This design comes from an exercise in tuning for small area, a short achievable clock period and few clock cycles on the open sky130 flow, not from production work. Power figures rest on the tool's default switching activity, not on a simulated workload.

run 1:
==> flow/design.v <==
module div_fp64(
	input         clock,
	input         reset,
	input         valid_in,
	input  [2:0]  rm,
	input  [63:0] dividend,
	input  [63:0] divisor,
	output        valid_out,
	output [63:0] quotient,
	output        nv,
	output        dz,
	output        of,
	output        uf,
	output        nx
);
localparam S_IDLE  = 3'd0;
localparam S_NORM  = 3'd1;
localparam S_ITER  = 3'd2;
localparam S_POST  = 3'd3;
localparam S_SHIFT = 3'd4;
localparam S_FINAL = 3'd5;
wire [10:0] ea = dividend[62:52];
wire [10:0] eb = divisor[62:52];
wire [51:0] fa = dividend[51:0];
wire [51:0] fb = divisor[51:0];
wire a_ez = ~|ea;
wire b_ez = ~|eb;
wire a_eo = &ea;
wire b_eo = &eb;
wire a_fz = ~|fa;
wire b_fz = ~|fb;
wire a_zero = a_ez & a_fz;
wire b_zero = b_ez & b_fz;
wire a_inf  = a_eo & a_fz;
wire b_inf  = b_eo & b_fz;
wire a_nan  = a_eo & ~a_fz;
wire b_nan  = b_eo & ~b_fz;
wire a_snan = a_nan & ~fa[51];
wire b_snan = b_nan & ~fb[51];
wire zero_res = (a_zero & ~b_zero & ~b_nan) | (~a_eo & b_inf);
wire inf_res  = (a_inf & ~b_eo) | (~a_eo & ~a_zero & b_zero);
wire nan_res  = a_nan | b_nan | (a_zero & b_zero) | (a_inf & b_inf);
wire special  = zero_res | inf_res | nan_res;
wire sign     = dividend[63] ^ divisor[63];
wire [52:0] xa = {~a_ez, fa};
wire [52:0] xb = {~b_ez, fb};
wire [10:0] ea1 = {ea[10:1], ea[0] | a_ez};
wire [10:0] eb1 = {eb[10:1], eb[0] | b_ez};
reg  [2:0]  state;
reg         vout;
reg  [56:0] WS, WC;   
reg  [52:0] D;        
reg  [63:0] Q;        
reg  [12:0] E;
reg  [10:0] EB;
reg  [5:0]  cnt;
reg         st;       
reg         ng;       
reg         spec;
reg         r_near, r_away, r_up;
reg         nv_r, dz_r, of_r, uf_r, nx_r;
wire [6:0] y = WS[55:49] + WC[55:49];
reg  [2:0] qs;    
always @(*) begin : qsel
	reg signed [7:0] m2, m1, m0, mm1;
	reg signed [7:0] yy;
	yy = {y[6], y};
	case (D[51:49])
		3'd0: begin m2 = 12; m1 = 4; m0 = -4; mm1 = -13; end
		3'd1: begin m2 = 14; m1 = 4; m0 = -5; mm1 = -15; end
		3'd2: begin m2 = 15; m1 = 4; m0 = -5; mm1 = -16; end
		3'd3: begin m2 = 16; m1 = 4; m0 = -6; mm1 = -18; end
		3'd4: begin m2 = 18; m1 = 6; m0 = -6; mm1 = -20; end
		3'd5: begin m2 = 20; m1 = 6; m0 = -6; mm1 = -20; end
		3'd6: begin m2 = 20; m1 = 6; m0 = -6; mm1 = -22; end
		default: begin m2 = 24; m1 = 8; m0 = -8; mm1 = -24; end
	endcase
	if (yy >= m2)       qs = 3'b010;
	else if (yy >= m1)  qs = 3'b001;
	else if (yy >= m0)  qs = 3'b000;
	else if (yy >= mm1) qs = 3'b101;
	else                qs = 3'b110;
end
wire qneg = qs[2];
wire q2   = qs[1];
wire q1   = qs[0];
wire qpos = ~qneg & (q1 | q2);
wire [57:0] d4 = {3'b0, D, 2'b0};
wire [57:0] d8 = {2'b0, D, 3'b0};
wire [57:0] mop = (({58{q1}} & d4) | ({58{q2}} & d8)) ^ {58{qpos}};
wire [57:0] wa = {WS[55:0], 2'b0};
wire [57:0] wb = {WC[55:0], 2'b0};
wire [57:0] ws_n = wa ^ wb ^ mop;
wire [57:0] wc_n = {((wa & wb) | (wa & mop) | (wb & mop)), qpos};
wire [53:0] qdec = Q[53:0] - 54'd1;
wire [1:0]  qd   = {q2 | (q1 & qneg), q1};
wire [55:0] q_it = {(qneg ? qdec : Q[53:0]), qd};
wire        stop = ((cnt == 6'd27) & ~a_ez) | q_it[55] | q_it[54];
wire [56:0] wsum  = WS + WC;
wire        wneg  = wsum[56];
wire        wzero = ~|wsum;
wire        first = (cnt == 6'd0);
wire [12:0] e_b   = (state == S_ITER) ? (first ? {2'b11, ~EB} : 13'h1ffe) : 13'd0;
wire [12:0] e_n   = E + e_b + {12'd0, (state != S_ITER) | first};
wire        e_lo  = $signed(E) < -13'sd1075;      
wire        e_lo1 = $signed(E) < -13'sd1076;      
wire        deep  = $signed(E) < -13'sd1140;      
wire        shift_post = Q[55] | Q[54] | e_lo;
wire        borrow = ng & ~Q[0];
wire        rb   = Q[0] ^ ng;
wire        lsb  = Q[1] ^ borrow;
wire        stk  = st | ng;
wire        inx  = rb | stk;
wire        up   = r_near ? (rb & (stk | lsb | r_away)) : (r_up & inx);
wire        inc  = up & ~borrow;
wire        dec  = ~up & borrow;
wire [10:0] ebias = E[10:0] + 11'd1076;
wire [10:0] ef   = Q[53] ? ebias : 11'd0;
wire [62:0] pk   = {ef, Q[52:1]};
reg  [62:0] ones, zeros;    
integer k;
always @(*) begin
	ones[0] = 1'b1;
	zeros[0] = 1'b1;
	for (k = 1; k < 63; k = k + 1) begin
		ones[k]  = ones[k-1] & pk[k-1];
		zeros[k] = zeros[k-1] & ~pk[k-1];
	end
end
wire [62:0] sum  = pk ^ ({63{inc}} & ones) ^ ({63{dec}} & zeros);
wire        e_ovf = $signed(E) > 13'sd970;
wire        ovf  = e_ovf | (inc & ones[52] & (ef == 11'h7fe));
wire        unf  = ((ef == 11'd0) & ~(inc & ones[52])) | ((ef == 11'd1) & dec & zeros[52]);
wire [50:0] payload = a_nan ? fa[50:0] : (b_nan ? fb[50:0] : 51'd1);
wire [63:0] res_special = {sign, (zero_res ? 11'd0 : 11'h7ff),
                           (nan_res ? {~(a_snan | b_snan), payload} : 52'd0)};
wire [63:0] res_normal  = ovf ? {sign, 11'h7ff, 52'd0} : {sign, sum};
always @(posedge clock or posedge reset) begin
	if (reset) begin
		state <= S_IDLE;
		vout  <= 1'b0;
	end else begin
		vout <= (state == S_FINAL);
		case (state)
			S_IDLE:  if (valid_in) state <= special ? S_FINAL : (xb[52] ? S_ITER : S_NORM);
			S_NORM:  if (D[51]) state <= S_ITER;
			S_ITER:  if (stop) state <= S_POST;
			S_POST:  state <= ((shift_post & (Q[55] | e_lo1)) | (~shift_post & e_lo)) ? S_SHIFT : S_FINAL;
			S_SHIFT: if (deep || !e_lo1 && !Q[55]) state <= S_FINAL;
			default: state <= S_IDLE;
		endcase
	end
end
always @(posedge clock) begin
	if (state == S_ITER) begin
		WS <= ws_n[56:0];
		WC <= wc_n[56:0];
	end else begin
		WS <= {4'b0, xa};
		WC <= 57'd0;
	end
	EB <= eb1;
	if (state == S_IDLE || state == S_NORM)
		D <= (state == S_IDLE) ? xb : {D[51:0], 1'b0};
	case (state)
		S_IDLE: begin
			Q      <= 64'd0;
			E      <= {2'b0, ea1};
			cnt    <= 6'd0;
			spec   <= special;
			r_near <= (rm == 3'd0) | (rm == 3'd4);
			r_away <= rm[2];
			r_up   <= ((rm == 3'd3) & ~sign) | ((rm == 3'd2) & sign);
		end
		S_NORM: begin
			E <= e_n;
		end
		S_ITER: begin
			Q[55:0] <= q_it;
			E   <= e_n;
			cnt <= cnt + 6'd1;
		end
		S_POST: begin
			if (shift_post) begin
				Q[55:0] <= {1'b0, Q[55:1]};
				E  <= e_n;
				st <= ~wzero | Q[0];
				ng <= wneg & ~Q[0];
			end else begin
				st <= ~wzero;
				ng <= wneg;
			end
		end
		S_SHIFT: begin
			if (deep) begin
				Q  <= 64'd0;
				E  <= -13'sd1075;
				st <= 1'b1;
				ng <= 1'b0;
			end else begin
				Q[55:0] <= {1'b0, Q[55:1]};
				E  <= e_n;
				st <= st | Q[0];
				ng <= ng & ~Q[0];
			end
		end
		S_FINAL: begin
			Q    <= spec ? res_special : res_normal;
			nv_r <= nan_res;
			dz_r <= ~a_eo & ~a_zero & b_zero;
			of_r <= ~spec & ovf;
			uf_r <= ~spec & ~ovf & unf & inx;
			nx_r <= ~spec & (ovf | inx);
		end
		default: ;
	endcase
end
assign valid_out = vout;
assign quotient  = Q;
assign nv = nv_r;
assign dz = dz_r;
assign of = of_r;
assign uf = uf_r;
assign nx = nx_r;
endmodule
==> flow/config.mk <==
export PLATFORM = sky130hd
export DESIGN_NAME = div_fp64
export DESIGN_NICKNAME = div_fp64
export VERILOG_FILES = /design/flow/design.v
export SDC_FILE = /design/flow/constraint.sdc
export NUM_CORES = 8
export LEC_CHECK = 0
export CAP_MARGIN = 20
export CORE_MARGIN = 2
export CORE_UTILIZATION = 40
export SETUP_SLACK_MARGIN = 5
export SLEW_MARGIN = 20
==> flow/constraint.sdc <==
create_clock -name core_clock -period 11.0 [get_ports {clock}]
set_input_delay 2.2000 -clock core_clock [delete_from_list [all_inputs] [get_ports {clock}]]
set_output_delay 2.2000 -clock core_clock [all_outputs]
set_load 0.01 [all_outputs]
run.sh (not shown) runs the stock make flow with config.mk's settings and CLKGATE_MAP_FILE= SYNTH_SCRIPT=/design/flow/synth_recipe.tcl, a recipe that flattens the netlist after the stock synthesis.
Run 1 finished every stage and its layout cleared the timing, DRC and antenna checks.
For run 2, these inputs were changed with respect to run 1:
Settings: CAP_MARGIN now 60, was 20; SLEW_MARGIN now 60, was 20; SETUP_SLACK_MARGIN now 0.2, was 5.
### Flow results
Any difference in sum of routed wire length over all layers between run 1 and run 2 is small enough to ignore.
Biggest cell delay along the critical path: run 2 vs run 1 down 170 ps
Run 1 has higher net switching fraction of the power than run 2.
[run 2] total power rose 0.00022 W relative to run 1
From run 1 to run 2 the numbers moved as follows: setup slack has increased, combinational power share has increased, wire length of the first global-routing pass has increased, final cell count without fillers has remained practically unchanged, via count has remained practically unchanged.
Wire length on met3 went up by a little under 10% going from run 1 to run 2.
Summary of the comparison: routed length on met1 is lower in run 2, relative to run 1.
### run 2 -> run 3
Settings: CAP_MARGIN: 60 -> 20; SLEW_MARGIN: 60 -> 20.
==> comparison <==
- Run 3 was carried through to the last stage, and its layout satisfied the timing, DRC and antenna checks.
- Run 3 reports a higher share of the cycle needed by the critical path after routing than run 2 does.
- Changes observed in run 3 relative to run 2: areal power density over the cells shows a reduction of 1.6 nW/um^2, required time reported for the critical path endpoint shows an increase of 40 ps, final-stage net count shows a reduction of 0.37%.
- In the flow results for run 2 and run 3, the first-pass GRT wire length is smaller on run 3.
- Comparing run 3 against run 2, there is no change at all in number of cells produced by synthesis.
- In the flow results for run 2 and run 3, the area growth from synthesis to layout is larger on run 2.
- Looking at sequential share of layout area, run 3 sits 0.49 points above run 2.
- Side by side, summed area of non-filler cells in the final layout turned out lower in run 3 than in run 2.
No functional check of the RTL was part of any run of this note.

re-timing with driven ports:
In the flow no input, the clock included, has a driving cell. The finished layouts below were timed again as built, in two steps. Step 1, drivers: a clkbuf_16 drives clock and a buf_2 each remaining input, both assumed. Step 2, shift: input delay + t, output delay - t, t = (earliest + latest rising clock arrival at the registers) / 2. This alone moves slack from input paths to output paths. Slacks: no drivers / after step 1 / after step 2; pairs: no drivers / after step 1.
run | t (ns) | setup WS [ns] | clock arrival spread, ns
run 1 | 0.603 | 5.188 / 5.217 / 4.614 | 0.029 / 0.029
run 2 | 0.606 | 5.384 / 5.411 / 4.805 | 0.024 / 0.024
run 3 | 0.603 | 5.038 / 5.064 / 4.461 | 0.030 / 0.030
After both steps every run listed still meets setup and hold. For run 2, which loses most, drivers alone change the setup slack by +0.027 ns; drivers and shift together by -0.579 ns.
